Source: an optimization exercise on an open RTL-to-GDS flow (aim: small area and a short achievable clock period). Production flows keep margins and buffers that such runs may drop. Where RTL was checked, it was by simulation tests only, not by an equivalence proof against the original. Only the layout flow was run in runs 2 to 5; the RTL was not checked for function there. Power and IR drop assume default switching activity.

`flow/design.v`:
```
module alu (
    input               i_clk,
    input               i_rst_n,
    input               i_valid,
    input signed [11:0] i_data_a,
    input signed [11:0] i_data_b,
    input        [2:0]  i_inst,
    output              o_valid,
    output       [11:0] o_data,
    output              o_overflow
);
reg  [18:0] x_r, y_r;
reg         o_valid_r, ovf_r, abs_r, mac_r;
wire [11:0] lo   = {1'b0, x_r[10:0]} + {1'b0, y_r[10:0]};
wire        c16  = lo[11];
wire        p11  = x_r[11] ^ y_r[11];
wire        g11  = x_r[11] & y_r[11];
wire [6:0]  hx   = x_r[18:12], hy = y_r[18:12];
wire [6:0]  hp   = hx ^ hy;
wire [6:0]  ho   = hx | hy;
wire [6:0]  ha   = hx & hy;
wire        e0   = ~hp[0] & (&(hp[6:1] ~^ ho[5:0]));                    
wire        e127 =  hp[0] & (&(hp[6:1] ~^ ~ha[5:0]));                   
wire        e126 = ~hp[0] & (hp[1] ~^ ~ho[0]) & (&(hp[6:2] ~^ ~ha[5:1]));   
wire        eq_c0 = g11 ? e127 : (p11 ? e127 : e0);
wire        eq_c1 = (g11 | p11) ? (p11 ? e127 : e126) : e127;
wire        m_ov  = ~(c16 ? eq_c1 : eq_c0);
assign o_data     = {p11 ^ c16, lo[10:0]};
assign o_valid    = o_valid_r;
assign o_overflow = (m_ov & ~abs_r) | ovf_r;
wire        is_mul    = (i_inst[2:1] == 2'b01);
wire        is_mac    = (i_inst == 3'b011);
wire        is_abs    = (i_inst == 3'b111);
wire        mul_en    = i_valid & is_mul;
wire        addsub_en = i_valid & (i_inst[2:1] == 2'b00);
wire        mean_en   = i_valid & (i_inst == 3'b110);
wire        acc_en    = mac_r & (is_mac | ~i_valid);
wire        ovf_old   = mac_r & (m_ov | ovf_r);
wire        sa   = i_data_a[11], sb = i_data_b[11];
wire [11:0] ra   = i_data_a ^ {12{sa}};
wire [11:0] rb   = i_data_b ^ {12{sb}};
wire [12:0] cmp  = {1'b0, ra} + {1'b0, ~rb} + {12'd0, sa & ~sb};
wire        a_ge = cmp[12];
reg  [11:0] oth;
always @(*) begin
  case (i_inst)
    3'b000:  oth = i_data_b;
    3'b001:  oth = ~i_data_b;                       
    3'b100:  oth = ~(i_data_a ^ i_data_b);
    3'b101:  oth = sa ? 12'd0 : i_data_a;
    3'b110:  oth = {sb, i_data_b[11:1]};            
    default: oth = a_ge ? ra : rb;                  
  endcase
end
wire [11:0] row   = acc_en ? o_data : (oth & {12{i_valid & ~is_mul}});
wire        row_c = i_valid & ((i_inst == 3'b001) | (is_abs & (a_ge ? sa : sb)));
wire        rnd   = mean_en ? i_data_b[0] : 1'b1;
wire one1;
wire two2;
wire neg3;
wire pp4;
wire pp5;
wire pp6;
wire pp7;
wire pp8;
wire pp9;
wire pp10;
wire pp11;
wire pp12;
wire pp13;
wire pp14;
wire pp15;
wire pp16;
wire one17;
wire two18;
wire neg19;
wire pp20;
wire pp21;
wire pp22;
wire pp23;
wire pp24;
wire pp25;
wire pp26;
wire pp27;
wire pp28;
wire pp29;
wire pp30;
wire pp31;
wire pp32;
wire one33;
wire two34;
wire neg35;
wire pp36;
wire pp37;
wire pp38;
wire pp39;
wire pp40;
wire pp41;
wire pp42;
wire pp43;
wire pp44;
wire pp45;
wire pp46;
wire pp47;
wire pp48;
wire one49;
wire two50;
wire neg51;
wire pp52;
wire pp53;
wire pp54;
wire pp55;
wire pp56;
wire pp57;
wire pp58;
wire pp59;
wire pp60;
wire pp61;
wire pp62;
wire pp63;
wire pp64;
wire one65;
wire two66;
wire neg67;
wire pp68;
wire pp69;
wire pp70;
wire pp71;
wire pp72;
wire pp73;
wire pp74;
wire pp75;
wire pp76;
wire pp77;
wire pp78;
wire pp79;
wire pp80;
wire one81;
wire two82;
wire neg83;
wire pp84;
wire pp85;
wire pp86;
wire pp87;
wire pp88;
wire pp89;
wire pp90;
wire pp91;
wire pp92;
wire pp93;
wire pp94;
wire pp95;
wire pp96;
wire s97;
wire c98;
wire s99;
wire c100;
wire s101;
wire c102;
wire s103;
wire c104;
wire s105;
wire c106;
wire s107;
wire c108;
wire s109;
wire c110;
wire s111;
wire c112;
wire s113;
wire c114;
wire s115;
wire c116;
wire s117;
wire c118;
wire s119;
wire c120;
wire s121;
wire c122;
wire s123;
wire c124;
wire s125;
wire c126;
wire s127;
wire c128;
wire s129;
wire c130;
wire s131;
wire c132;
wire s133;
wire c134;
wire s135;
wire c136;
wire s137;
wire c138;
wire s139;
wire c140;
wire s141;
wire c142;
wire s143;
wire c144;
wire s145;
wire c146;
wire s147;
wire c148;
wire s149;
wire c150;
wire s151;
wire c152;
wire s153;
wire c154;
wire s155;
wire c156;
wire s157;
wire c158;
wire s159;
wire c160;
wire s161;
wire c162;
wire s163;
wire c164;
wire s165;
wire c166;
wire s167;
wire c168;
wire s169;
wire c170;
wire s171;
wire c172;
wire s173;
wire c174;
wire s175;
wire c176;
wire s177;
wire c178;
wire s179;
wire c180;
wire s181;
wire c182;
wire s183;
wire c184;
wire s185;
wire c186;
wire s187;
wire c188;
wire s189;
wire c190;
wire s191;
wire c192;
wire s193;
wire c194;
wire s195;
wire c196;
wire s197;
wire c198;
wire s199;
wire c200;
wire s201;
wire c202;
wire s203;
wire c204;
wire s205;
wire c206;
wire s207;
wire c208;
wire s209;
wire c210;
wire s211;
wire c212;
wire s213;
wire c214;
wire s215;
wire c216;
wire s217;
wire c218;
wire s219;
wire c220;
wire s221;
wire c222;
wire s223;
wire c224;
wire s225;
wire c226;
wire s227;
wire c228;
wire s229;
wire c230;
wire s231;
wire c232;
wire s233;
wire c234;
wire s235;
wire c236;
wire s237;
wire c238;
wire s239;
wire c240;
wire s241;
wire c242;
wire s243;
wire c244;
wire s245;
wire c246;
wire s247;
wire c248;
wire s249;
wire c250;
wire s251;
wire c252;
assign one1 = mul_en & (i_data_b[0] ^ 1'b0);
assign two2 = mul_en & ((i_data_b[1] & ~i_data_b[0] & ~1'b0) | (~i_data_b[1] & i_data_b[0] & 1'b0));
assign neg3 = mul_en & (i_data_b[1] & ~(i_data_b[0] & 1'b0));
assign pp4 = (i_data_a[0] & one1) ^ neg3;
assign pp5 = ((i_data_a[1] & one1) | (i_data_a[0] & two2)) ^ neg3;
assign pp6 = ((i_data_a[2] & one1) | (i_data_a[1] & two2)) ^ neg3;
assign pp7 = ((i_data_a[3] & one1) | (i_data_a[2] & two2)) ^ neg3;
assign pp8 = ((i_data_a[4] & one1) | (i_data_a[3] & two2)) ^ neg3;
assign pp9 = ((i_data_a[5] & one1) | (i_data_a[4] & two2)) ^ neg3;
assign pp10 = ((i_data_a[6] & one1) | (i_data_a[5] & two2)) ^ neg3;
assign pp11 = ((i_data_a[7] & one1) | (i_data_a[6] & two2)) ^ neg3;
assign pp12 = ((i_data_a[8] & one1) | (i_data_a[7] & two2)) ^ neg3;
assign pp13 = ((i_data_a[9] & one1) | (i_data_a[8] & two2)) ^ neg3;
assign pp14 = ((i_data_a[10] & one1) | (i_data_a[9] & two2)) ^ neg3;
assign pp15 = ((i_data_a[11] & one1) | (i_data_a[10] & two2)) ^ neg3;
assign pp16 = ~(((i_data_a[11] & one1) | (i_data_a[11] & two2)) ^ neg3);
assign one17 = mul_en & (i_data_b[2] ^ i_data_b[1]);
assign two18 = mul_en & ((i_data_b[3] & ~i_data_b[2] & ~i_data_b[1]) | (~i_data_b[3] & i_data_b[2] & i_data_b[1]));
assign neg19 = mul_en & (i_data_b[3] & ~(i_data_b[2] & i_data_b[1]));
assign pp20 = (i_data_a[0] & one17) ^ neg19;
assign pp21 = ((i_data_a[1] & one17) | (i_data_a[0] & two18)) ^ neg19;
assign pp22 = ((i_data_a[2] & one17) | (i_data_a[1] & two18)) ^ neg19;
assign pp23 = ((i_data_a[3] & one17) | (i_data_a[2] & two18)) ^ neg19;
assign pp24 = ((i_data_a[4] & one17) | (i_data_a[3] & two18)) ^ neg19;
assign pp25 = ((i_data_a[5] & one17) | (i_data_a[4] & two18)) ^ neg19;
assign pp26 = ((i_data_a[6] & one17) | (i_data_a[5] & two18)) ^ neg19;
assign pp27 = ((i_data_a[7] & one17) | (i_data_a[6] & two18)) ^ neg19;
assign pp28 = ((i_data_a[8] & one17) | (i_data_a[7] & two18)) ^ neg19;
assign pp29 = ((i_data_a[9] & one17) | (i_data_a[8] & two18)) ^ neg19;
assign pp30 = ((i_data_a[10] & one17) | (i_data_a[9] & two18)) ^ neg19;
assign pp31 = ((i_data_a[11] & one17) | (i_data_a[10] & two18)) ^ neg19;
assign pp32 = ~(((i_data_a[11] & one17) | (i_data_a[11] & two18)) ^ neg19);
assign one33 = (mul_en & (i_data_b[4] ^ i_data_b[3])) | mean_en;
assign two34 = (mul_en & ((i_data_b[5] & ~i_data_b[4] & ~i_data_b[3]) | (~i_data_b[5] & i_data_b[4] & i_data_b[3]))) | addsub_en;
assign neg35 = mul_en & (i_data_b[5] & ~(i_data_b[4] & i_data_b[3]));
assign pp36 = (i_data_a[0] & one33) ^ neg35;
assign pp37 = ((i_data_a[1] & one33) | (i_data_a[0] & two34)) ^ neg35;
assign pp38 = ((i_data_a[2] & one33) | (i_data_a[1] & two34)) ^ neg35;
assign pp39 = ((i_data_a[3] & one33) | (i_data_a[2] & two34)) ^ neg35;
assign pp40 = ((i_data_a[4] & one33) | (i_data_a[3] & two34)) ^ neg35;
assign pp41 = ((i_data_a[5] & one33) | (i_data_a[4] & two34)) ^ neg35;
assign pp42 = ((i_data_a[6] & one33) | (i_data_a[5] & two34)) ^ neg35;
assign pp43 = ((i_data_a[7] & one33) | (i_data_a[6] & two34)) ^ neg35;
assign pp44 = ((i_data_a[8] & one33) | (i_data_a[7] & two34)) ^ neg35;
assign pp45 = ((i_data_a[9] & one33) | (i_data_a[8] & two34)) ^ neg35;
assign pp46 = ((i_data_a[10] & one33) | (i_data_a[9] & two34)) ^ neg35;
assign pp47 = ((i_data_a[11] & one33) | (i_data_a[10] & two34)) ^ neg35;
assign pp48 = ~(((i_data_a[11] & one33) | (i_data_a[11] & two34)) ^ neg35);
assign one49 = mul_en & (i_data_b[6] ^ i_data_b[5]);
assign two50 = mul_en & ((i_data_b[7] & ~i_data_b[6] & ~i_data_b[5]) | (~i_data_b[7] & i_data_b[6] & i_data_b[5]));
assign neg51 = mul_en & (i_data_b[7] & ~(i_data_b[6] & i_data_b[5]));
assign pp52 = (i_data_a[0] & one49) ^ neg51;
assign pp53 = ((i_data_a[1] & one49) | (i_data_a[0] & two50)) ^ neg51;
assign pp54 = ((i_data_a[2] & one49) | (i_data_a[1] & two50)) ^ neg51;
assign pp55 = ((i_data_a[3] & one49) | (i_data_a[2] & two50)) ^ neg51;
assign pp56 = ((i_data_a[4] & one49) | (i_data_a[3] & two50)) ^ neg51;
assign pp57 = ((i_data_a[5] & one49) | (i_data_a[4] & two50)) ^ neg51;
assign pp58 = ((i_data_a[6] & one49) | (i_data_a[5] & two50)) ^ neg51;
assign pp59 = ((i_data_a[7] & one49) | (i_data_a[6] & two50)) ^ neg51;
assign pp60 = ((i_data_a[8] & one49) | (i_data_a[7] & two50)) ^ neg51;
assign pp61 = ((i_data_a[9] & one49) | (i_data_a[8] & two50)) ^ neg51;
assign pp62 = ((i_data_a[10] & one49) | (i_data_a[9] & two50)) ^ neg51;
assign pp63 = ((i_data_a[11] & one49) | (i_data_a[10] & two50)) ^ neg51;
assign pp64 = ~(((i_data_a[11] & one49) | (i_data_a[11] & two50)) ^ neg51);
assign one65 = mul_en & (i_data_b[8] ^ i_data_b[7]);
assign two66 = mul_en & ((i_data_b[9] & ~i_data_b[8] & ~i_data_b[7]) | (~i_data_b[9] & i_data_b[8] & i_data_b[7]));
assign neg67 = mul_en & (i_data_b[9] & ~(i_data_b[8] & i_data_b[7]));
assign pp68 = (i_data_a[0] & one65) ^ neg67;
assign pp69 = ((i_data_a[1] & one65) | (i_data_a[0] & two66)) ^ neg67;
assign pp70 = ((i_data_a[2] & one65) | (i_data_a[1] & two66)) ^ neg67;
assign pp71 = ((i_data_a[3] & one65) | (i_data_a[2] & two66)) ^ neg67;
assign pp72 = ((i_data_a[4] & one65) | (i_data_a[3] & two66)) ^ neg67;
assign pp73 = ((i_data_a[5] & one65) | (i_data_a[4] & two66)) ^ neg67;
assign pp74 = ((i_data_a[6] & one65) | (i_data_a[5] & two66)) ^ neg67;
assign pp75 = ((i_data_a[7] & one65) | (i_data_a[6] & two66)) ^ neg67;
assign pp76 = ((i_data_a[8] & one65) | (i_data_a[7] & two66)) ^ neg67;
assign pp77 = ((i_data_a[9] & one65) | (i_data_a[8] & two66)) ^ neg67;
assign pp78 = ((i_data_a[10] & one65) | (i_data_a[9] & two66)) ^ neg67;
assign pp79 = ((i_data_a[11] & one65) | (i_data_a[10] & two66)) ^ neg67;
assign pp80 = ~(((i_data_a[11] & one65) | (i_data_a[11] & two66)) ^ neg67);
assign one81 = mul_en & (i_data_b[10] ^ i_data_b[9]);
assign two82 = mul_en & ((i_data_b[11] & ~i_data_b[10] & ~i_data_b[9]) | (~i_data_b[11] & i_data_b[10] & i_data_b[9]));
assign neg83 = mul_en & (i_data_b[11] & ~(i_data_b[10] & i_data_b[9]));
assign pp84 = (i_data_a[0] & one81) ^ neg83;
assign pp85 = ((i_data_a[1] & one81) | (i_data_a[0] & two82)) ^ neg83;
assign pp86 = ((i_data_a[2] & one81) | (i_data_a[1] & two82)) ^ neg83;
assign pp87 = ((i_data_a[3] & one81) | (i_data_a[2] & two82)) ^ neg83;
assign pp88 = ((i_data_a[4] & one81) | (i_data_a[3] & two82)) ^ neg83;
assign pp89 = ((i_data_a[5] & one81) | (i_data_a[4] & two82)) ^ neg83;
assign pp90 = ((i_data_a[6] & one81) | (i_data_a[5] & two82)) ^ neg83;
assign pp91 = ((i_data_a[7] & one81) | (i_data_a[6] & two82)) ^ neg83;
assign pp92 = ((i_data_a[8] & one81) | (i_data_a[7] & two82)) ^ neg83;
assign pp93 = ((i_data_a[9] & one81) | (i_data_a[8] & two82)) ^ neg83;
assign pp94 = ((i_data_a[10] & one81) | (i_data_a[9] & two82)) ^ neg83;
assign pp95 = ((i_data_a[11] & one81) | (i_data_a[10] & two82)) ^ neg83;
assign pp96 = ~(((i_data_a[11] & one81) | (i_data_a[11] & two82)) ^ neg83);
assign s97 = neg3 ^ pp4;
assign c98 = neg3 & pp4;
assign s99 = pp5 ^ c98;
assign c100 = pp5 & c98;
assign s101 = neg19 ^ pp20 ^ pp6;
assign c102 = (neg19 & pp20) | (pp6 & (neg19 ^ pp20));
assign s103 = c100 ^ s101;
assign c104 = c100 & s101;
assign s105 = pp21 ^ pp7 ^ c102;
assign c106 = (pp21 & pp7) | (c102 & (pp21 ^ pp7));
assign s107 = c104 ^ s105;
assign c108 = c104 & s105;
assign s109 = rnd ^ neg35 ^ pp22;
assign c110 = (rnd & neg35) | (pp22 & (rnd ^ neg35));
assign s111 = pp36 ^ pp8 ^ s109;
assign c112 = (pp36 & pp8) | (s109 & (pp36 ^ pp8));
assign s113 = c106 ^ s111 ^ c108;
assign c114 = (c106 & s111) | (c108 & (c106 ^ s111));
assign s115 = pp23 ^ pp37 ^ pp9;
assign c116 = (pp23 & pp37) | (pp9 & (pp23 ^ pp37));
assign s117 = c110 ^ s115 ^ c112;
assign c118 = (c110 & s115) | (c112 & (c110 ^ s115));
assign s119 = row[0] ^ row_c ^ s117;
assign c120 = (row[0] & row_c) | (s117 & (row[0] ^ row_c));
assign s121 = neg51 ^ pp10 ^ pp24;
assign c122 = (neg51 & pp10) | (pp24 & (neg51 ^ pp10));
assign s123 = pp38 ^ pp52 ^ c116;
assign c124 = (pp38 & pp52) | (c116 & (pp38 ^ pp52));
assign s125 = s121 ^ s123 ^ row[1];
assign c126 = (s121 & s123) | (row[1] & (s121 ^ s123));
assign s127 = c118 ^ s125;
assign c128 = c118 & s125;
assign s129 = pp11 ^ pp25 ^ pp39;
assign c130 = (pp11 & pp25) | (pp39 & (pp11 ^ pp25));
assign s131 = pp53 ^ c122 ^ s129;
assign c132 = (pp53 & c122) | (s129 & (pp53 ^ c122));
assign s133 = c124 ^ s131 ^ row[2];
assign c134 = (c124 & s131) | (row[2] & (c124 ^ s131));
assign s135 = c126 ^ s133;
assign c136 = c126 & s133;
assign s137 = neg67 ^ pp12 ^ pp26;
assign c138 = (neg67 & pp12) | (pp26 & (neg67 ^ pp12));
assign s139 = pp40 ^ pp54 ^ pp68;
assign c140 = (pp40 & pp54) | (pp68 & (pp40 ^ pp54));
assign s141 = c130 ^ s137 ^ s139;
assign c142 = (c130 & s137) | (s139 & (c130 ^ s137));
assign s143 = c132 ^ s141 ^ row[3];
assign c144 = (c132 & s141) | (row[3] & (c132 ^ s141));
assign s145 = c134 ^ s143;
assign c146 = c134 & s143;
assign s147 = pp13 ^ pp27 ^ pp41;
assign c148 = (pp13 & pp27) | (pp41 & (pp13 ^ pp27));
assign s149 = pp55 ^ pp69 ^ c138;
assign c150 = (pp55 & pp69) | (c138 & (pp55 ^ pp69));
assign s151 = c140 ^ s147 ^ s149;
assign c152 = (c140 & s147) | (s149 & (c140 ^ s147));
assign s153 = c142 ^ row[4] ^ s151;
assign c154 = (c142 & row[4]) | (s151 & (c142 ^ row[4]));
assign s155 = c144 ^ s153;
assign c156 = c144 & s153;
assign s157 = neg83 ^ pp14 ^ pp28;
assign c158 = (neg83 & pp14) | (pp28 & (neg83 ^ pp14));
assign s159 = pp42 ^ pp56 ^ pp70;
assign c160 = (pp42 & pp56) | (pp70 & (pp42 ^ pp56));
assign s161 = pp84 ^ c148 ^ s157;
assign c162 = (pp84 & c148) | (s157 & (pp84 ^ c148));
assign s163 = s159 ^ c150 ^ s161;
assign c164 = (s159 & c150) | (s161 & (s159 ^ c150));
assign s165 = row[5] ^ c152 ^ s163;
assign c166 = (row[5] & c152) | (s163 & (row[5] ^ c152));
assign s167 = c154 ^ s165;
assign c168 = c154 & s165;
assign s169 = pp15 ^ pp29 ^ pp43;
assign c170 = (pp15 & pp29) | (pp43 & (pp15 ^ pp29));
assign s171 = pp57 ^ pp71 ^ pp85;
assign c172 = (pp57 & pp71) | (pp85 & (pp57 ^ pp71));
assign s173 = c158 ^ c160 ^ s169;
assign c174 = (c158 & c160) | (s169 & (c158 ^ c160));
assign s175 = s171 ^ c162 ^ s173;
assign c176 = (s171 & c162) | (s173 & (s171 ^ c162));
assign s177 = row[6] ^ c164 ^ s175;
assign c178 = (row[6] & c164) | (s175 & (row[6] ^ c164));
assign s179 = c166 ^ s177;
assign c180 = c166 & s177;
assign s181 = 1'b1 ^ pp16 ^ pp30;
assign c182 = (1'b1 & pp16) | (pp30 & (1'b1 ^ pp16));
assign s183 = pp44 ^ pp58 ^ pp72;
assign c184 = (pp44 & pp58) | (pp72 & (pp44 ^ pp58));
assign s185 = pp86 ^ c170 ^ c172;
assign c186 = (pp86 & c170) | (c172 & (pp86 ^ c170));
assign s187 = s181 ^ s183 ^ s185;
assign c188 = (s181 & s183) | (s185 & (s181 ^ s183));
assign s189 = c174 ^ row[7] ^ s187;
assign c190 = (c174 & row[7]) | (s187 & (c174 ^ row[7]));
assign s191 = c176 ^ s189 ^ c178;
assign c192 = (c176 & s189) | (c178 & (c176 ^ s189));
assign s193 = 1'b1 ^ pp31 ^ pp45;
assign c194 = (1'b1 & pp31) | (pp45 & (1'b1 ^ pp31));
assign s195 = pp59 ^ pp73 ^ pp87;
assign c196 = (pp59 & pp73) | (pp87 & (pp59 ^ pp73));
assign s197 = c182 ^ c184 ^ s193;
assign c198 = (c182 & c184) | (s193 & (c182 ^ c184));
assign s199 = s195 ^ c186 ^ s197;
assign c200 = (s195 & c186) | (s197 & (s195 ^ c186));
assign s201 = row[8] ^ c188 ^ s199;
assign c202 = (row[8] & c188) | (s199 & (row[8] ^ c188));
assign s203 = c190 ^ s201;
assign c204 = c190 & s201;
assign s205 = pp32 ^ pp46 ^ pp60;
assign c206 = (pp32 & pp46) | (pp60 & (pp32 ^ pp46));
assign s207 = pp74 ^ pp88 ^ c194;
assign c208 = (pp74 & pp88) | (c194 & (pp74 ^ pp88));
assign s209 = c196 ^ s205 ^ s207;
assign c210 = (c196 & s205) | (s207 & (c196 ^ s205));
assign s211 = c198 ^ row[9] ^ s209;
assign c212 = (c198 & row[9]) | (s209 & (c198 ^ row[9]));
assign s213 = c200 ^ s211 ^ c202;
assign c214 = (c200 & s211) | (c202 & (c200 ^ s211));
assign s215 = 1'b1 ^ pp47 ^ pp61;
assign c216 = (1'b1 & pp47) | (pp61 & (1'b1 ^ pp47));
assign s217 = pp75 ^ pp89 ^ c206;
assign c218 = (pp75 & pp89) | (c206 & (pp75 ^ pp89));
assign s219 = s215 ^ c208 ^ s217;
assign c220 = (s215 & c208) | (s217 & (s215 ^ c208));
assign s221 = row[10] ^ c210 ^ s219;
assign c222 = (row[10] & c210) | (s219 & (row[10] ^ c210));
assign s223 = c212 ^ s221;
assign c224 = c212 & s221;
assign s225 = 1'b1 ^ pp48 ^ pp62;
assign c226 = (1'b1 & pp48) | (pp62 & (1'b1 ^ pp48));
assign s227 = pp76 ^ pp90 ^ c216;
assign c228 = (pp76 & pp90) | (c216 & (pp76 ^ pp90));
assign s229 = s225 ^ c218 ^ s227;
assign c230 = (s225 & c218) | (s227 & (s225 ^ c218));
assign s231 = ~row[11] ^ c220 ^ s229;
assign c232 = (~row[11] & c220) | (s229 & (~row[11] ^ c220));
assign s233 = c222 ^ s231;
assign c234 = c222 & s231;
assign s235 = pp63 ^ pp77 ^ pp91;
assign c236 = (pp63 & pp77) | (pp91 & (pp63 ^ pp77));
assign s237 = c226 ^ s235 ^ c228;
assign c238 = (c226 & s235) | (c228 & (c226 ^ s235));
assign s239 = c230 ^ s237 ^ c232;
assign c240 = (c230 & s237) | (c232 & (c230 ^ s237));
assign s241 = pp64 ^ pp78 ^ pp92;
assign c242 = (pp64 & pp78) | (pp92 & (pp64 ^ pp78));
assign s243 = c236 ^ s241 ^ c238;
assign c244 = (c236 & s241) | (c238 & (c236 ^ s241));
assign s245 = 1'b1 ^ pp79 ^ pp93;
assign c246 = (1'b1 & pp79) | (pp93 & (1'b1 ^ pp79));
assign s247 = c242 ^ s245;
assign c248 = c242 & s245;
assign s249 = pp80 ^ pp94 ^ c246;
assign c250 = (pp80 & pp94) | (c246 & (pp80 ^ pp94));
assign s251 = 1'b1 ^ pp95;
assign c252 = 1'b1 & pp95;
always @(posedge i_clk or negedge i_rst_n) begin
  if (~i_rst_n) begin
    o_valid_r <= 1'b0;
    x_r       <= 19'd0;
    y_r       <= 19'd0;
    ovf_r     <= 1'b0;
    abs_r     <= 1'b0;
    mac_r     <= 1'b0;
  end else begin
    o_valid_r <= i_valid;
    x_r       <= {1'b1, pp96, s251, c248, s247, s243, c234, c224, s223, c204, s203, c180, c168, c156, c146, c136, c128, c120, c114};
    y_r       <= {1'b0, c252, c250, s249, c244, c240, s239, s233, c214, s213, c192, s191, s179, s167, s155, s145, s135, s127, s119};
    abs_r     <= is_abs;
    if (i_valid) begin
      mac_r <= is_mac;
      ovf_r <= is_mac & ovf_old;
    end else begin
      ovf_r <= ovf_old;
    end
  end
end
endmodule
```
`flow/flow/run.sh`:
```
#!/bin/bash
# The standard layout, with two changes: the port buffers are buf_2 cells, and
# after synthesis flow/fapol.py flips full-adder cells (a full adder is
# self-dual) where that removes inverters between them. Registers are untouched.
set -euo pipefail
export BUFFER_PORTS_ARGS="-buffer_cell sky130_fd_sc_hd__buf_2"
R=orfs/results/sky130hd/alu/base
bash standard.sh synth > synth.log 2>&1
python3 flow/fapol.py $R/1_2_yosys.v > fapol.log 2>&1
rm -f $R/1_synth.odb $R/1_synth.sdc
bash standard.sh > standard.log 2>&1
```
`flow/flow/fapol.py`:
```
#!/usr/bin/env python3
"""Remove inverters around full-adder cells in a Yosys netlist.

A full adder is self-dual: FA(~a, ~b, ~c) = (~sum, ~cout).  Synthesis maps
adders with arbitrary input and output polarity and leaves inverters between
them.  This pass flips full adders (inverts all three inputs and both outputs)
when that lowers the number of inverters, and rewrites the netlist in place.
It changes no register and no function.
usage: fapol.py netlist.v"""
import re, sys, collections

path = sys.argv[1]
text = open(path).read()
cell_re = re.compile(r'^(\s*)(sky130_fd_sc_hd__\w+)\s+(\S+)\s*\((.*?)\);\n', re.S | re.M)
pin_re = re.compile(r'\.(\w+)\(([^()]*)\)')

cells = {}      # name -> [type, {pin: net}]
order = []
for m in cell_re.finditer(text):
    typ, name, body = m.group(2), m.group(3), m.group(4)
    cells[name] = [typ, {p: n.strip() for p, n in pin_re.findall(body)}]
    order.append(name)

OUT = {'X', 'Y', 'SUM', 'COUT', 'Q', 'Q_N', 'HI', 'LO'}
def is_inv(n): return re.match(r'sky130_fd_sc_hd__(clk)?inv_\d+$', cells[n][0]) is not None
def is_fa(n): return re.match(r'sky130_fd_sc_hd__fa_\d+$', cells[n][0]) is not None

hdr = text[:text.index(');') + 2]
ports = set()
for m in re.finditer(r'^\s*(input|output)\s+(\[\d+:\d+\]\s+)?(\S+);', text, re.M):
    ports.add(m.group(3))
def is_port(net):
    return net.split('[')[0].strip() in ports or net.startswith("1'")

def build():
    drv, loads = {}, collections.defaultdict(list)
    for n, (t, pins) in cells.items():
        for p, net in pins.items():
            if p in OUT: drv[net] = (n, p)
            else: loads[net].append((n, p))
    return drv, loads

newcnt = [0]
def newnet():
    newcnt[0] += 1
    return f'_fapol{newcnt[0]}_'
new_wires = []

def inv_of(net, drv, loads):
    """an existing inverter whose input is net"""
    for (n, p) in loads[net]:
        if is_inv(n) and p == 'A': return n
    return None

def cost_flip(f, drv, loads):
    t, pins = cells[f]
    d = 0
    for p in ('A', 'B', 'CIN'):
        x = pins[p]
        src = drv.get(x)
        if src and is_inv(src[0]):
            d -= 1 if len(loads[x]) == 1 else 0
        elif inv_of(x, drv, loads) is None:
            d += 1
    for p in ('SUM', 'COUT'):
        y = pins[p]
        ls = loads[y]
        invs = [n for n, q in ls if is_inv(n)]
        others = len(ls) - len(invs) + (1 if is_port(y) else 0)
        d -= len(invs)
        if others: d += 1
    return d

def flip(f, drv, loads):
    t, pins = cells[f]
    for p in ('A', 'B', 'CIN'):
        x = pins[p]
        src = drv.get(x)
        if src and is_inv(src[0]):
            pins[p] = cells[src[0]][1]['A']
        else:
            i = inv_of(x, drv, loads)
            if i is None:
                y = newnet(); new_wires.append(y)
                i = f'_fapolinv{newcnt[0]}_'
                cells[i] = ['sky130_fd_sc_hd__inv_1', {'A': x, 'Y': y}]
                order.append(i)
            pins[p] = cells[i][1]['Y']
    for p in ('SUM', 'COUT'):
        y = pins[p]
        ls = list(loads[y])
        y2 = newnet(); new_wires.append(y2)
        pins[p] = y2
        others = False
        for n, q in ls:
            if is_inv(n) and q == 'A':
                # this inverter's output equals y2: move its loads to y2
                z = cells[n][1]['Y']
                if is_port(z):
                    cells[n][1]['A'] = y2     # keep as buffer-free inverter? no: z = ~y = y2
                    # z must equal y2; drive z with a buffer-like pair is not needed:
                    # keep inverter fed by original y instead
                    cells[n][1]['A'] = y
                    others = True
                    continue
                for n2, q2 in loads[z]:
                    cells[n2][1][q2] = y2
                del cells[n]
            else:
                others = True
        if others or is_port(y):
            i = f'_fapolinv{newcnt[0]}_o{p}'
            cells[i] = ['sky130_fd_sc_hd__inv_1', {'A': y2, 'Y': y}]
            order.append(i)

changed = True
passes = 0
nflip = 0
while changed and passes < 50:
    changed = False
    passes += 1
    for f in list(order):
        if f not in cells or not is_fa(f): continue
        drv, loads = build()
        if cost_flip(f, drv, loads) < 0:
            flip(f, drv, loads)
            nflip += 1
            changed = True
    # drop inverters with no loads
    drv, loads = build()
    for n in list(cells):
        if is_inv(n):
            y = cells[n][1]['Y']
            if not loads[y] and not is_port(y):
                del cells[n]

before = sum(1 for l in cell_re.finditer(text) if re.match(r'sky130_fd_sc_hd__(clk)?inv_\d+$', l.group(2)))
after = sum(1 for n in cells if is_inv(n))
sys.stderr.write(f'fapol: {nflip} flips, inverters {before} -> {after}\n')

# rewrite
out = []
pos = 0
first = None
for m in cell_re.finditer(text):
    if first is None: first = m.start()
    last = m.end()
body = text[first:last]
lines = []
for n in order:
    if n not in cells: continue
    t, pins = cells[n]
    conn = ',\n'.join(f'    .{p}({net}' + (' )' if net.startswith('\\') else ')') for p, net in pins.items())
    lines.append(f'  {t} {n} (\n{conn}\n  );\n')
decl = ''.join(f'  wire {w};\n' for w in new_wires)
text2 = text[:first] + decl + ''.join(lines) + text[last:]
open(path, 'w').write(text2)
```
`flow/standard.sh`:
```
#!/bin/bash
# synth_recipe.tcl (not shown) runs the flow's synth.tcl, then flattens the netlist and writes it again
# the make line also repeats each setting of config.mk as NAME=value (left out here)
make -C /OpenROAD-flow-scripts/flow DESIGN_CONFIG=/design/flow/config.mk WORK_HOME=/design/flow/orfs CLKGATE_MAP_FILE= SYNTH_SCRIPT=/design/flow/synth_recipe.tcl "${@:-finish}"
```
`flow/config.mk`:
```
export PLATFORM = sky130hd
export DESIGN_NAME = alu
export DESIGN_NICKNAME = alu
export VERILOG_FILES = /design/flow/design.v
export SDC_FILE = /design/flow/constraint.sdc
export NUM_CORES = 4
export LEC_CHECK = 0
export CAP_MARGIN = 20
export CORE_MARGIN = 2
export CORE_UTILIZATION = 40
export SETUP_SLACK_MARGIN = 4
export SLEW_MARGIN = 20
```
`flow/constraint.sdc`:
```
create_clock -name core_clock -period 10.0 [get_ports {i_clk}]
set_input_delay 2.0000 -clock core_clock [delete_from_list [all_inputs] [get_ports {i_clk}]]
set_output_delay 2.0000 -clock core_clock [all_outputs]
set_load 0.01 [all_outputs]
```
==> results of run 1 <==
==> power groups by stage <==
stage / Clock (mW) / Sequential [mW] / Combinational (mW)
3_5_place_dp: 0 / 0.236 / 0.611
5_1_grt: 0.226 / 0.237 / 0.697
3_3_place_gp: 0 / 0.235 / 0.608
4_1_cts: 0.220 / 0.233 / 0.617
6_report: 0.215 / 0.233 / 0.614
2_1_floorplan: 0 / 0.230 / 0.439
==> layout by cell type (no fill, tap or decap), types with 11 or more instances in the layout <==
cell,count
o211ai_1,11
o21ai_0,23
xnor2_1,46
a21oi_1,41
fa_1,57
buf_2,42
nor2b_1,11
a22oi_1,57
dfrtp_1,41
inv_1,70
xor2_1,76
nor2_1,39
nand2_1,38
nand3_1,16
ha_1,71
==> final timing paths <==
kind,start,endpoint,slack [ns],cells after the start
min in group asynchronous,i_rst_n,x_r[18],1.85,1
min,mac_r,mac_r,0.52,2
max in group asynchronous,i_rst_n,x_r[2],7.57,1
max,i_valid,y_r[7],4.19,12
min reg2reg,mac_r,mac_r,0.52,2
max reg2reg,x_r[0],y_r[9],6.45,11
==> sequential cells by signal, indices dropped and copies added (netlist names) <==
signal     flops
o_valid_r      1
abs_r          1
x_r           19
ovf_r          1
mac_r          1
y_r           18
==> critical path, stage by stage <==
cell	delay (ns)
buf_2	0.30
nand2_2	0.16
nor2_4	0.29
and2_1	0.45
a22oi_1	0.17
xor2_1	0.20
fa_1	0.46
fa_1	0.51
fa_1	0.42
fa_1	0.47
fa_1	0.51
inv_1	0.04
==> metal layers <==
metal | vias up | track usage, %
li1 | 2578 | -
met1 | 2594 | 30.8
met2 | 138 | 33.4
met3 | 14 | 1.64
met4 | 0 | 5.44
met5 | - | 0
==> per-stage QoR <==
step / total power, mW / setup WS, ns / hold WS [ns]
floorplan: 0.669 / 4.17 / 0.486
global placement: 0.843 / 3.43 / 0.506
global route: 1.16 / 4.04 / 0.593
detailed placement: 0.848 / 3.36 / 0.513
finish: 1.06 / 4.19 / 0.521
CTS: 1.07 / 4.05 / 0.529
==> cell type report <==
type,count,area [µm²],share of cell area [%]
Inverter,71,267,3.67
Clock inverter,3,68.8,0.947
Antenna cell,2,5.00,0.0689
Timing Repair Buffer,53,293,4.03
Sequential cell,41,1030,14.1
Clock buffer,5,125,1.72
Multi-Input combinational cell,587,5200,71.6
Tap cell,220,275,3.79
==> what timing repair did <==
action                     4_1_cts  5_1_grt
setup endpoints to repair       17        6
buffers inserted                 3        0
pin swaps                        1        0
gates resized for setup         11        3
==> impl_metrics.toml, run 1 <==
[hold_path]
hold_class = "reg -> reg"

[timing]
min_period_ns = 5.81
rsz0062_at_grt = "no"
slew_headroom_pct = 38.3
finalMaxSlewViolations = 0
setup-violations-final = 0
worst_pin_slew_ns = 0.926
skew_ns = 0.0106
fmax_ghz = 0.172
tns_ns = 0
hold_viol = 0
post-route-period-util_pct = 58.1

[synth]
synthesis.area_um2 = 6740
synth_area_per_cell_um2 = 8.85
yosys_warnings = 1
synth_fp_nets = 919
synth_cells = 761

[route]
wl_per_cell_um = 18.3
route.met2.wl_um = 8330
drtPass1Iterations = 5
wl_met1_um = 8650
top_layer_used = "met4"
via_per_inst = 5.42
drt-total-wl_um = 18000
postRouteAntennaNets = 0
drt-initial-drc-count = 384
wl_met3_um = 736
route.detailed.drc = 0
vias = 5324

[global_routing]
grt_pass1_wl_um = 29300
grt_max_degree = 45
antenna_found_initial = 2
grt_pass1_vias = 5292
overflow = 0
track_usage_pct = 21.0

[job]
drv_cap = 0

[layout]
layout.nets = 917
areaGrowthSynthToFinish_pct = 7.84
nFillCells = 1620
drive_gt1_share_pct = 11.2
instances_no_fill = 982
utilization_pct = 44.0
stdcell_area_um2 = 7260

[setup_path]
cp-end-kind = "register"
start_kind = "input pin"
setup.worst_path.class = "in -> reg"
worstPathRequired_ns = 10.19
cp_max_fo = 17
crit_arrival_ns = 6.00

[place]
globalplace.congestion = 0.858
dp_hpwl_um = 13800
portBuffers = 43
place_inst = 969
post_dp_cell_area_um2 = 6990

[power_and_ir_drop]
clock_power_share_pct = 20.2
vdd.ir_drop.worst_mv = 0.0945
intPower_mw = 0.606
powerDensity_nw_per_um2 = 146
p_leak_nw = 3.11
switching_power_mw = 0.456
switching_share_pct = 42.9
seq_power_share_pct = 21.9
pwr-share-comb_pct = 57.8

[clock_tree]
hold_buffers = 0
cts_buffer_depth = 2
htreeDepth = 2
cts_tree = "built"
clock_sinks = 41
clkTransAtPathRegs_ns = 0.07
cts-root-buf = "clkbuf_16"
cts_buffers = 5
insertion_delay_ns = 0.29

[die]
rows = 47
coreArea_um2 = 16500
initial_core_util_pct = 40.8
ioPinCount = 44
die_w_um = 134
die_h_um = 134
dieArea_um2 = 17900

[run_status]
outcome = "no timing/DRC/antenna violations"
==> run 2: changes to the inputs <==
--- a/flow/design.v
+++ b/flow/design.v
@@ -11,5 +11,6 @@
 );
 reg  [18:0] x_r, y_r;
-reg         o_valid_r, ovf_r, abs_r, mac_r;
+reg         o_valid_r, ovf_r, abs_r, mac_r, run_r;
+wire [11:0] o_data_w;
 wire [11:0] lo   = {1'b0, x_r[10:0]} + {1'b0, y_r[10:0]};
 wire        c16  = lo[11];
@@ -26,7 +27,8 @@
 wire        eq_c1 = (g11 | p11) ? (p11 ? e127 : e126) : e127;
 wire        m_ov  = ~(c16 ? eq_c1 : eq_c0);
-assign o_data     = {p11 ^ c16, lo[10:0]};
+assign o_data_w   = {p11 ^ c16, lo[10:0]};
 assign o_valid    = o_valid_r;
-assign o_overflow = (m_ov & ~abs_r) | ovf_r;
+assign o_data     = o_data_w & {12{run_r}};
+assign o_overflow = (m_ov & ~abs_r & run_r) | ovf_r;
 wire        is_mul    = (i_inst[2:1] == 2'b01);
 wire        is_mac    = (i_inst == 3'b011);
@@ -53,5 +55,5 @@
   endcase
 end
-wire [11:0] row   = acc_en ? o_data : (oth & {12{i_valid & ~is_mul}});
+wire [11:0] row   = acc_en ? o_data_w : (oth & {12{i_valid & ~is_mul}});
 wire        row_c = i_valid & ((i_inst == 3'b001) | (is_abs & (a_ge ? sa : sb)));
 wire        rnd   = mean_en ? i_data_b[0] : 1'b1;
@@ -560,9 +562,12 @@
 assign s251 = 1'b1 ^ pp95;
 assign c252 = 1'b1 & pp95;
+always @(posedge i_clk) begin
+  x_r <= {1'b1, pp96, s251, c248, s247, s243, c234, c224, s223, c204, s203, c180, c168, c156, c146, c136, c128, c120, c114};
+  y_r <= {1'b0, c252, c250, s249, c244, c240, s239, s233, c214, s213, c192, s191, s179, s167, s155, s145, s135, s127, s119};
+end
 always @(posedge i_clk or negedge i_rst_n) begin
   if (~i_rst_n) begin
     o_valid_r <= 1'b0;
-    x_r       <= 19'd0;
-    y_r       <= 19'd0;
+    run_r     <= 1'b0;
     ovf_r     <= 1'b0;
     abs_r     <= 1'b0;
@@ -570,6 +575,5 @@
   end else begin
     o_valid_r <= i_valid;
-    x_r       <= {1'b1, pp96, s251, c248, s247, s243, c234, c224, s223, c204, s203, c180, c168, c156, c146, c136, c128, c120, c114};
-    y_r       <= {1'b0, c252, c250, s249, c244, c240, s239, s233, c214, s213, c192, s191, s179, s167, s155, s145, s135, s127, s119};
+    run_r     <= 1'b1;
     abs_r     <= is_abs;
     if (i_valid) begin
--- a/flow/config.mk
+++ b/flow/config.mk
@@ -9,4 +9,4 @@
 export CORE_MARGIN = 2
 export CORE_UTILIZATION = 40
-export SETUP_SLACK_MARGIN = 4
+export SETUP_SLACK_MARGIN = 4.3
 export SLEW_MARGIN = 20
==> impl_metrics.toml, run 2 <==
[timing]
hold_viol = 0
setup-violations-final = 0
fmax_ghz = 0.180
skew_ns = 0.0107
post-route-period-util_pct = 55.5
min_period_ns = 5.55
worst_pin_slew_ns = 0.610
tns_ns = 0
holdWs_ns = 0.545
finalMaxSlewViolations = 0
rsz0062_at_grt = "no"
slew_headroom_pct = 59.2

[power_and_ir_drop]
p_leak_nw = 3.14
vdd.ir_drop.worst_mv = 0.0887
pwr-share-comb_pct = 57.8
switching_power_mw = 0.437
powerDensity_nw_per_um2 = 139
intPower_mw = 0.599
switching_share_pct = 42.2
power_mw = 1.04
seq_power_share_pct = 22.7
clock_power_share_pct = 19.5

[clock_tree]
clock_sinks = 41
hold_buffers = 0
cts_buffers = 5
insertion_delay_ns = 0.29
htreeDepth = 2
cts-root-buf = "clkbuf_16"
cts_tree = "built"
cts_buffer_depth = 2
clkTransAtPathRegs_ns = 0.06

[global_routing]
met1_usage_pct = 31.2
track_usage_pct = 21.4
antenna_found_initial = 2
grt-busiest-layer = "met2"
grt_pass1_wl_um = 29900
use_met3_pct = 2.36
grtUsageMet2_pct = 34.1
grt_pass1_vias = 5419
grt_max_degree = 39
overflow = 0

[setup_path]
rrSetupSlack_ns = 6.73
path_cells = "buf_4 > inv_1 > ha_1 > mux2i_1 > nor2_4 > a22oi_1 > xor2_1 > fa_1 > fa_1 > fa_1 > fa_1 > fa_1 > inv_1"
ff2ff_path_depth = 10
start_kind = "input pin"
critPathMaxStageDelay_ns = 0.51
cp_common_cell = "fa_1"
cp-end-kind = "register"
worstSetupStartpoint = "i_data_b[11]"
worstPathRequired_ns = 10.19
crit_arrival_ns = 5.74
reg2reg_to = "y_r[11]"
timing.rr.start = "x_r[1]"
crit_path_top_delay_cell = "fa_1"
setup.worst_path.class = "in -> reg"
cp_max_fo = 17

[layout]
areaGrowthSynthToFinish_pct = 11.6
drive_gt1_share_pct = 14.2
final_cell_mix = "ha_1 (71), inv_1 (68), xor2_1 (61), a22oi_1 (58), fa_1 (57)"
stdcell_area_um2 = 7450
top_regs = "x_r (18), y_r (18)"
nFillCells = 1610
layout.nets = 948
multiInputGateArea_um2 = 5340
layout_commonest_cell = "ha_1"
utilization_pct = 45.2
area.sequential_um2 = 846

[hold_path]
hold_class = "reg -> reg"
hold_end = "ovf_r"
whs_path_depth = 2
hp-start = "ovf_r"

[route]
postRouteAntennaNets = 0
vias = 5569
drt-total-wl_um = 18600
route.detailed.drc = 0
drt-initial-drc-count = 403
drtPass1Iterations = 5
wl_per_cell_um = 18.4
via_per_inst = 5.50

[die]
initial_core_util_pct = 40.5
die_w_um = 133
dieArea_um2 = 17700
ioPinCount = 44
coreArea_um2 = 16500
die_h_um = 133
rows = 47

[synth]
synth_area_per_cell_um2 = 8.70
yosys_warnings = 1
synth_fp_nets = 925
synthesis.area_um2 = 6670
synth_cells = 767

[run_status]
outcome = "no timing/DRC/antenna violations"

[place]
portBuffers = 43
post_dp_cell_area_um2 = 6870
dp_hpwl_um = 14200
globalplace.congestion = 0.853

[job]
drv_cap = 0
-- run 2: cell types whose count changed in the layout (fill, tap and decap cells not counted), moves of 6 or more --
cell,change
nand3_1,-6
and2_1,+12
buf_4,+22
nor2_1,-9
xor2_1,-15
mux2i_1,+6
nand2_1,+6
a21oi_1,-8
dfxtp_1,+36
xnor2_1,-10
dfrtp_1,-36
-- run 2: area by class of cell --
cell class,count,area share [%]
Antenna cell,1,0.0336
Clock buffer,6,2.02
Clock inverter,2,0.521
Inverter,70,3.63
Multi-Input combinational cell,596,71.7
Sequential cell,41,11.4
Tap cell,220,3.70
Timing Repair Buffer,76,7.02
-- run 2: through the flow --
stage,std cells,setup WS (ns)
after CTS,1002,4.31
final,1012,4.45
after detailed placement,972,3.12
after global placement,972,3.25
after floorplan,767,4.34
after global routing,1012,4.30
-- run 2: timing repair --
item,in CTS,in global routing
setup endpoints to repair,27,14
resized for setup,17,12
pin swaps,5,1
buffers inserted,22,9
gates cloned,0,0
-- run 2: critical path: cells and delay by family --
kind            cells  cell delay [ns]
fa+ha+maj           6             2.51
compound gates      1             0.23
mux                 1             0.26
buf+inv             3             0.48
xor+xnor            1             0.11
simple gates        1             0.12
-- run 2: how the worst max path moves through the flow --
stage	slack (ns)	end	cells after the start
floorplan	4.34	y_r[7]	12
global placement	3.25	y_r[7]	12
detailed placement	3.12	y_r[7]	12
CTS	4.31	y_r[9]	12
global route	4.30	y_r[7]	13
finish	4.45	y_r[7]	13
-- run 2: power groups by stage --
| stage | clock (mW) | sequential [mW] | combinational [mW] |
|---|---|---|---|
| final | 0.202 | 0.235 | 0.600 |
| after CTS | 0.205 | 0.235 | 0.597 |
| after detailed placement | 0 | 0.238 | 0.581 |
| after global routing | 0.212 | 0.238 | 0.684 |
| after global placement | 0 | 0.238 | 0.576 |
| after floorplan | 0 | 0.230 | 0.430 |
-- run 2: routing by layer --
layer | vias to the layer above | part of all wire (%)
met5 | - | 0
met4 | 0 | 1.9
met3 | 21 | 6.2
met2 | 195 | 46
met1 | 2657 | 46
li1 | 2696 | -
==> run 3: changes to the inputs <==
--- a/flow/config.mk
+++ b/flow/config.mk
@@ -9,4 +9,5 @@
 export CORE_MARGIN = 2
 export CORE_UTILIZATION = 40
+export CTS_BUF_LIST = sky130_fd_sc_hd__clkbuf_4 sky130_fd_sc_hd__clkbuf_8
 export SETUP_SLACK_MARGIN = 4.3
 export SLEW_MARGIN = 20
==> impl_metrics.toml, run 3 <==
[synth]
synth_cells = 767
synth_fp_nets = 925
synth_area_per_cell_um2 = 8.70
synthesis.area_um2 = 6670
yosys_warnings = 1

[die]
rows = 47
ioPinCount = 44
initial_core_util_pct = 40.5
coreArea_um2 = 16500
die_h_um = 133
die_w_um = 133
dieArea_um2 = 17700

[power_and_ir_drop]
pwr-share-comb_pct = 60.1
switching_power_mw = 0.433
clock_power_share_pct = 16.5
p_leak_nw = 3.12
switching_share_pct = 43.4
power_mw = 0.999
intPower_mw = 0.565
vdd.ir_drop.worst_mv = 0.0650
seq_power_share_pct = 23.5
powerDensity_nw_per_um2 = 135

[layout]
area.sequential_um2 = 846
layout_commonest_cell = "ha_1"
drive_gt1_share_pct = 14.2
multiInputGateArea_um2 = 5340
nFillCells = 1623
stdcell_area_um2 = 7400
final_cell_mix = "ha_1 (71), inv_1 (68), xor2_1 (61), a22oi_1 (58), fa_1 (57)"
areaGrowthSynthToFinish_pct = 10.9
layout.nets = 948
top_regs = "x_r (18), y_r (18)"

[place]
portBuffers = 43
post_dp_cell_area_um2 = 6870
dp_hpwl_um = 14200
globalplace.congestion = 0.853

[job]
drv_cap = 0

[global_routing]
grt_pass1_vias = 5381
grt_pass1_wl_um = 29600
antenna_found_initial = 2
grt_max_degree = 39
track_usage_pct = 21.2
overflow = 0

[setup_path]
worstPathRequired_ns = 10.20
critPathMaxStageDelay_ns = 0.58
cp_max_fo = 34
cp_common_cell = "fa_1"
crit_path_top_delay_cell = "fa_1"
path_cells = "clkbuf_4 > nor2b_4 > nand2_8 > nor3b_4 > buf_6 > xor2_1 > fa_1 > fa_1 > fa_1 > fa_1 > fa_1 > inv_1"
setup.worst_path.class = "in -> reg"
start_kind = "input pin"
crit_arrival_ns = 5.76
rrSetupSlack_ns = 6.72
cp-end-kind = "register"

[clock_tree]
cts_buffer_depth = 2
htreeDepth = 2
cts_tree = "built"
clkTransAtPathRegs_ns = 0.08
insertion_delay_ns = 0.31
cts_buffers = 5
cts-root-buf = "clkbuf_8"
clock_sinks = 41

[route]
drt-initial-drc-count = 409
postRouteAntennaNets = 0
vias = 5551
via_per_inst = 5.49
drt-total-wl_um = 18500
route.detailed.drc = 0
wl_per_cell_um = 18.3
drtPass1Iterations = 5

[timing]
slew_headroom_pct = 59.5
rsz0062_at_grt = "no"
min_period_ns = 5.56
holdWs_ns = 0.550
finalMaxSlewViolations = 0
skew_ns = 0.0192
worst_pin_slew_ns = 0.605
setup-violations-final = 0
post-route-period-util_pct = 55.6
fmax_ghz = 0.180
tns_ns = 0
hold_viol = 0

[run_status]
outcome = "no timing/DRC/antenna violations"

[hold_path]
hold_class = "reg -> reg"
## run 3: changes by cell type in the layout (fill, tap and decap cells not counted)
cell,before,now
clkbuf_16,6,0
clkbuf_8,0,5
buf_4,32,31
bufinv_16,1,2
clkbuf_4,2,3
## run 3: layout make-up
cell class	count	area share, %
sequential	41	11.4
clock buffer	5	0.930
inverter	70	3.65
multi-input combinational	596	72.2
clock inverter	3	0.930
timing repair buffer	76	7.07
tap	220	3.72
antenna	1	0.0338
## run 3: worst paths after layout
path	from	endpoint	cells past startpoint
worst max register to register	x_r[0]	y_r[9]	11
max in group asynchronous	i_rst_n	mac_r	1
worst min-delay path	ovf_r	ovf_r	2
worst min register to register	ovf_r	ovf_r	2
min in group asynchronous	i_rst_n	o_valid_r	1
worst max-delay path	i_inst[2]	y_r[9]	12
## run 3: metal layers
layer / vias up / share of wire [%] / GRT usage, % / routed length (µm)
met5: - / 0 / 0 / 0
met4: 0 / 1.7 / 4.37 / 320
met3: 20 / 6.2 / 2.25 / 1160
met2: 180 / 46 / 33.9 / 8530
met1: 2656 / 46 / 31.1 / 8510
li1: 2695 / - / - / -
## run 3: power by group through the flow
stage               logic, mW  registers (mW)  clock network [mW]
finish                  0.600           0.235               0.164
floorplan               0.430           0.230                   0
global route            0.683           0.238               0.171
global placement        0.576           0.238                   0
detailed placement      0.581           0.238                   0
CTS                     0.596           0.235               0.169
## run 3: what timing repair did
item                       CTS  global route
hold buffers                 0             0
setup endpoints to repair   27            16
pin swaps                    4             1
setup buffers               22             9
gates resized for setup     16            13
## run 3: per-stage QoR
step           instances  utilization [%]  setup slack [ns]
2_1_floorplan        767                -              4.34
3_3_place_gp         972             41.7              3.25
3_5_place_dp         972             41.7              3.12
4_1_cts             1002             44.2              4.31
5_1_grt             1012             44.9              4.31
6_report            1012             44.9              4.44
## run 3: worst max-delay path: cells and delay by family
| kind | cells | cell delay [ns] |
|---|---|---|
| xor gates and xnor gates | 1 | 0.12 |
| adders and majority gates | 5 | 2.36 |
| buffers and inverters | 3 | 0.54 |
| and+or+nand+nor | 3 | 0.71 |
==> run 4: changes to the inputs <==
--- a/flow/config.mk
+++ b/flow/config.mk
@@ -9,5 +9,4 @@
 export CORE_MARGIN = 2
 export CORE_UTILIZATION = 40
-export CTS_BUF_LIST = sky130_fd_sc_hd__clkbuf_4 sky130_fd_sc_hd__clkbuf_8
-export SETUP_SLACK_MARGIN = 4.3
+export SETUP_SLACK_MARGIN = 4.6
 export SLEW_MARGIN = 20
==> impl_metrics.toml, run 4 <==
[run_status]
outcome = "no timing/DRC/antenna violations"

[setup_path]
cp_max_fo = 7
reg2reg_to = "y_r[12]"
crit_arrival_ns = 5.51
critPathMaxStageDelay_ns = 0.53
crit_buf_inv = 2
cp_common_cell = "fa_1"
cp-end-kind = "register"
rrSetupSlack_ns = 6.68
crit_path_top_delay_cell = "fa_1"
ff2ff_path_depth = 10
cp_top_family = "adder cells"
setup.worst_path.class = "in -> reg"
start_kind = "input pin"
worstPathRequired_ns = 10.18
path_cells = "buf_2 > or3b_4 > a21oi_4 > a22oi_2 > xor2_1 > fa_2 > fa_1 > fa_1 > fa_1 > fa_1 > inv_1"
timing.rr.start = "x_r[1]"

[power_and_ir_drop]
switching_power_mw = 0.444
pwr-share-comb_pct = 59.9
vdd.ir_drop.worst_mv = 0.0689
p_leak_nw = 3.33
seq_power_share_pct = 22.4
switching_share_pct = 42.5
powerDensity_nw_per_um2 = 132
power_mw = 1.05
intPower_mw = 0.601
clock_power_share_pct = 17.7

[timing]
rsz0062_at_grt = "no"
tns_ns = 0
hold_viol = 0
skew_ns = 0.0122
post-route-period-util_pct = 53.3
setup-violations-final = 0
slew_headroom_pct = 60.6
min_period_ns = 5.33
fmax_ghz = 0.188
worst_pin_slew_ns = 0.587
holdWs_ns = 0.540
finalMaxSlewViolations = 0

[clock_tree]
insertion_delay_ns = 0.29
htreeDepth = 2
clock_sinks = 41
cts_tree = "built"
clkTransAtPathRegs_ns = 0.06
hold_buffers = 0
cts_buffers = 5
cts_buffer_depth = 2
cts-root-buf = "clkbuf_16"

[die]
dieArea_um2 = 17700
die_h_um = 133
die_w_um = 133
coreArea_um2 = 16500
rows = 47
initial_core_util_pct = 40.5
ioPinCount = 44

[route]
route.detailed.drc = 0
drt-total-wl_um = 19800
wl_per_cell_um = 19.1
vias = 5752
drt-initial-drc-count = 517
postRouteAntennaNets = 0
via_per_inst = 5.54
drtPass1Iterations = 5

[job]
drv_cap = 0

[layout]
instances_no_fill = 1039
areaGrowthSynthToFinish_pct = 18.6
final_cell_mix = "ha_1 (69), inv_1 (67), xor2_1 (59), a22oi_1 (53), fa_1 (52)"
top_regs = "x_r (18), y_r (18)"
drive_gt1_share_pct = 19.6
layout_commonest_cell = "ha_1"
layout.nets = 974

[global_routing]
antenna_found_initial = 2
grt-busiest-layer = "met2"
use_met3_pct = 2.13
track_usage_pct = 22.2
met1_usage_pct = 31.0
grt_pass1_vias = 5562
overflow = 0
grt_pass1_wl_um = 30600
grtUsageMet2_pct = 35.8
grt_max_degree = 39

[place]
globalplace.congestion = 0.868
portBuffers = 43
place_inst = 974
dp_hpwl_um = 14300

[synth]
yosys_warnings = 1
synthesis.area_um2 = 6670
synth_cells = 767
synth_area_per_cell_um2 = 8.70
synth_fp_nets = 925

[hold_path]
hp-start = "mac_r"
hold_end = "mac_r"
hold_class = "reg -> reg"
whs_path_depth = 1
==> run 4: cell count changes in the layout (fill, tap and decap cells not counted), moves of 5 or more <==
cell       previous run  this run
fa_1                 57        52
clkbuf_16             0         7
buf_12                3         8
buf_2                37        31
a22oi_2               0         5
clkbuf_8              5         0
a22oi_1              58        53
fa_2                  0         5
buf_4                31        50
==> run 4: layout make-up <==
| class | instances | area (µm²) |
|---|---|---|
| diodes | 2 | 5.00 |
| clock buffers | 5 | 125 |
| clock inverters | 3 | 46.3 |
| fillers | 1596 | 8550 |
| inverters | 70 | 269 |
| multi-input cells | 597 | 5450 |
| flip-flops and latches | 41 | 846 |
| well taps | 220 | 275 |
| repair buffers | 101 | 893 |
==> run 4: through the flow <==
step,util (%),worst slack [ns],area [µm²]
finish,48.0,4.67,7910
global route,48.0,4.58,7910
CTS,45.7,4.61,7520
detailed placement,42.0,3.18,6920
global placement,42.0,3.29,6920
floorplan,-,4.48,6740
==> run 4: power groups by stage <==
| stage | clock, mW | sequential [mW] | combinational, mW |
|---|---|---|---|
| finish | 0.185 | 0.234 | 0.627 |
| CTS | 0.191 | 0.234 | 0.602 |
| detailed placement | 0 | 0.237 | 0.582 |
| global route | 0.195 | 0.238 | 0.709 |
| floorplan | 0 | 0.230 | 0.433 |
| global placement | 0 | 0.237 | 0.577 |
==> run 4: what timing repair did <==
action	4_1_cts	5_1_grt
gates resized for setup	41	39
setup buffers	31	20
gates cloned	1	3
endpoints found under the setup margin	29	7
endpoints found under the hold margin	0	0
pin swaps	8	21
==> run 4: metal layers <==
layer  up-vias  share of wire, %
met5         -                 0
met4         0               2.7
met3        35               6.4
met2       203                46
met1      2760                45
li1       2754                 -
==> run 4: how the worst max path moves through the flow <==
stage              to  cells past startpoint         from
2_1_floorplan  y_r[7]                     12  i_data_b[8]
3_3_place_gp   y_r[7]                     11    i_inst[1]
3_5_place_dp   y_r[7]                     11    i_inst[1]
4_1_cts        y_r[7]                     14  i_data_b[3]
5_1_grt        y_r[7]                     13  i_data_b[5]
6_report       y_r[7]                     11  i_data_b[6]
==> run 5: changes to the inputs <==
--- a/flow/design.v
+++ b/flow/design.v
@@ -10,22 +10,15 @@
     output              o_overflow
 );
-reg  [18:0] x_r, y_r;
+reg  [12:0] x_r, y_r;
 reg         o_valid_r, ovf_r, abs_r, mac_r, run_r;
+reg         f_0, f_m1, f_m2;
 wire [11:0] o_data_w;
-wire [11:0] lo   = {1'b0, x_r[10:0]} + {1'b0, y_r[10:0]};
-wire        c16  = lo[11];
-wire        p11  = x_r[11] ^ y_r[11];
-wire        g11  = x_r[11] & y_r[11];
-wire [6:0]  hx   = x_r[18:12], hy = y_r[18:12];
-wire [6:0]  hp   = hx ^ hy;
-wire [6:0]  ho   = hx | hy;
-wire [6:0]  ha   = hx & hy;
-wire        e0   = ~hp[0] & (&(hp[6:1] ~^ ho[5:0]));                    
-wire        e127 =  hp[0] & (&(hp[6:1] ~^ ~ha[5:0]));                   
-wire        e126 = ~hp[0] & (hp[1] ~^ ~ho[0]) & (&(hp[6:2] ~^ ~ha[5:1]));   
-wire        eq_c0 = g11 ? e127 : (p11 ? e127 : e0);
-wire        eq_c1 = (g11 | p11) ? (p11 ? e127 : e126) : e127;
-wire        m_ov  = ~(c16 ? eq_c1 : eq_c0);
-assign o_data_w   = {p11 ^ c16, lo[10:0]};
+wire [13:0] zz  = {1'b0, x_r} + {1'b0, y_r};
+wire        c_top = zz[13];
+wire [1:0]  zm   = zz[12:11];
+wire        hz   = c_top ? f_m1 : f_0;      
+wire        ho1  = c_top ? f_m2 : f_m1;     
+wire        m_ov = ~((hz & ~|zm) | (ho1 & &zm));
+assign o_data_w   = zz[11:0];
 assign o_valid    = o_valid_r;
 assign o_data     = o_data_w & {12{run_r}};
@@ -562,7 +555,16 @@
 assign s251 = 1'b1 ^ pp95;
 assign c252 = 1'b1 & pp95;
+wire [5:0] tx = {1'b1, pp96, s251, c248, s247, s243};
+wire [5:0] ty = {1'b0, c252, c250, s249, c244, c240};
+wire [5:0] tp = tx ^ ty, to = tx | ty, ta = tx & ty;
+wire        f0_d  = ~tp[0] & (&(tp[5:1] ~^ to[4:0]));
+wire        fm1_d =  tp[0] & (&(tp[5:1] ~^ ~ta[4:0]));
+wire        fm2_d = ~tp[0] & (tp[1] ~^ ~to[0]) & (&(tp[5:2] ~^ ~ta[4:1]));
 always @(posedge i_clk) begin
-  x_r <= {1'b1, pp96, s251, c248, s247, s243, c234, c224, s223, c204, s203, c180, c168, c156, c146, c136, c128, c120, c114};
-  y_r <= {1'b0, c252, c250, s249, c244, c240, s239, s233, c214, s213, c192, s191, s179, s167, s155, s145, s135, s127, s119};
+  x_r  <= {c234, c224, s223, c204, s203, c180, c168, c156, c146, c136, c128, c120, c114};
+  y_r  <= {s239, s233, c214, s213, c192, s191, s179, s167, s155, s145, s135, s127, s119};
+  f_0  <= f0_d;
+  f_m1 <= fm1_d;
+  f_m2 <= fm2_d;
 end
 always @(posedge i_clk or negedge i_rst_n) begin
==> impl_metrics.toml, run 5 <==
[run_status]
outcome = "no timing/DRC/antenna violations"

[setup_path]
crit_path_top_delay_cell = "fa_1"
critPathMaxStageDelay_ns = 0.54
cp-endpoint = "y_r[7]"
ff2ff_path_depth = 12
worstPathRequired_ns = 10.17
worst-path-stages = 13
path_cells = "buf_12 > or3b_4 > a21oi_4 > buf_4 > buf_4 > a22oi_1 > xor2_1 > fa_2 > fa_1 > fa_1 > fa_1 > fa_1 > inv_1"
reg2reg_to = "f_m2"
start_kind = "input pin"
cp_common_cell = "fa_1"
worstSetupStartpoint = "i_data_b[5]"
rrSetupSlack_ns = 6.40
setup.worst_path.class = "in -> reg"
crit_arrival_ns = 5.67
cp-end-kind = "register"
cp_max_fo = 5
crit_buf_inv = 4
timing.rr.start = "x_r[3]"
cp_top_family = "adder cells"

[route]
drt-initial-drc-count = 424
route.detailed.drc = 0
postRouteAntennaNets = 0
wl_per_cell_um = 19.9
vias = 5718
drt-total-wl_um = 20300
via_per_inst = 5.62
drtPass1Iterations = 5

[layout]
multiInputGateArea_um2 = 5470
layout_commonest_cell = "ha_1"
layout.nets = 956
top_regs = "x_r (13), y_r (13)"
final_cell_mix = "ha_1 (65), xor2_1 (62), inv_1 (55), a22oi_1 (51), buf_4 (51)"
areaGrowthSynthToFinish_pct = 21.9
drive_gt1_share_pct = 22.6
area.sequential_um2 = 706
diodes = 0
nFillCells = 1441

[timing]
finalWorstSetupSlack_ns = 4.50
tns_ns = 0
min_period_ns = 5.50
post-route-period-util_pct = 55.0
slew_headroom_pct = 32.5
finalMaxSlewViolations = 0
worst_pin_slew_ns = 0.988
skew_ns = 0.00950
rsz0062_at_grt = "yes"
fmax_ghz = 0.182
hold_viol = 0
setup-violations-final = 0

[die]
die_h_um = 130
rows = 46
die_w_um = 130
coreArea_um2 = 15700
ioPinCount = 44
dieArea_um2 = 16900
initial_core_util_pct = 40.4

[clock_tree]
cts_buffers = 5
clock_sinks = 34
cts-root-buf = "clkbuf_16"
hold_buffers = 0
clkTransAtPathRegs_ns = 0.06
insertion_delay_ns = 0.28
htreeDepth = 2
cts_buffer_depth = 2
cts_tree = "built"

[global_routing]
overflow = 0
grt_pass1_wl_um = 31700
antenna_found_initial = 0
grt_pass1_vias = 5812
grt_max_degree = 41
track_usage_pct = 24.2

[power_and_ir_drop]
vdd.ir_drop.worst_mv = 0.0992
clock_power_share_pct = 16.1
powerDensity_nw_per_um2 = 128
p_leak_nw = 3.34
seq_power_share_pct = 19.8
intPower_mw = 0.559
pwr-share-comb_pct = 64.1
switching_share_pct = 43.4
switching_power_mw = 0.430

[place]
dp_slack_ns = 3.07
portBuffers = 43
dp_hpwl_um = 14500
globalplace.congestion = 0.918

[synth]
synth_area_per_cell_um2 = 8.51
synth_cells = 747
synth_fp_nets = 903
yosys_warnings = 1
synthesis.area_um2 = 6350

[job]
drv_cap = 0

[hold_path]
whs_path_depth = 1
hold_class = "reg -> reg"
## run 5: power groups by stage
stage	registers (mW)	clock network, mW	logic [mW]
detailed placement	0.199	0	0.571
global placement	0.198	0	0.554
finish	0.196	0.160	0.633
global route	0.199	0.168	0.706
CTS	0.196	0.163	0.610
floorplan	0.194	0	0.423
## run 5: layout make-up
cell class              count  share of cell area (%)
clock inverters             2                   0.161
repair buffers            105                    11.8
well taps                 216                    3.49
clock buffers               6                    1.79
inverters                  61                    3.04
flip-flops and latches     34                    9.11
multi-input cells         593                    70.6
## run 5: how the worst min path moves through the flow
| stage | from | end |
|---|---|---|
| 2_1_floorplan | mac_r | mac_r |
| 3_3_place_gp | mac_r | mac_r |
| 3_5_place_dp | mac_r | mac_r |
| 4_1_cts | mac_r | mac_r |
| 5_1_grt | mac_r | mac_r |
| 6_report | mac_r | mac_r |
## run 5: metal layers
metal	vias up	GRT usage (%)	routed length (µm)
met5	-	0	0
met4	0	12.4	726
met3	38	3.16	1020
met2	208	39.6	9810
met1	2794	31.5	8720
li1	2678	-	-
## run 5: timing repair
item                                    CTS  global route
gates cloned                              2             0
buffers inserted                         36            17
endpoints found under the setup margin   29            13
pin swaps                                26            19
resized for setup                        84            31
## run 5: metrics by stage
stage	total power [mW]	hold WS (ns)	instance area, µm²	instances	utilization, %
2_1_floorplan	0.617	0.471	6500	747	-
3_3_place_gp	0.751	0.495	6720	954	42.8
3_5_place_dp	0.770	0.496	6720	954	42.8
4_1_cts	0.970	0.510	7500	1000	47.7
5_1_grt	1.07	0.529	7750	1017	49.3
6_report	0.989	0.510	7750	1017	49.3

re-timing with driven ports:
No port has a modelled driver above. Below, the same layouts with a new extraction and two added sets of constraints. Step 1 (the two cells are an assumption about what drives the block):
set clk [get_ports {i_clk}]
set_driving_cell -lib_cell sky130_fd_sc_hd__clkbuf_16 $clk
set_driving_cell -lib_cell sky130_fd_sc_hd__buf_2 [delete_from_list [all_inputs] $clk]
Step 2 times the ports against the registers' clock, not the clock port: input delays grow and output delays shrink by t, the midpoint of the rising clock arrivals with the driver on. a / b / c = ideal ports / drivers / drivers and shift; a / b = the first two.
| run | shift t [ns] | slack for setup (ns) | worst setup path at the end |
|---|---|---|---|
| run 1 | 0.321 | 4.193 / 4.207 / 3.886 | input to register |
| run 2 | 0.324 | 4.447 / 4.458 / 4.134 | input to register |
| run 3 | 0.337 | 4.442 / 4.455 / 4.118 | input to register |
| run 4 | 0.330 | 4.669 / 4.619 / 4.289 | input to register |
| run 5 | 0.316 | 4.504 / 4.448 / 4.133 | input to register |
After both steps setup and hold are still met in every run listed. The setup slack of run 4, which loses most, moves by -0.050 ns with the drivers and by -0.380 ns with both steps.
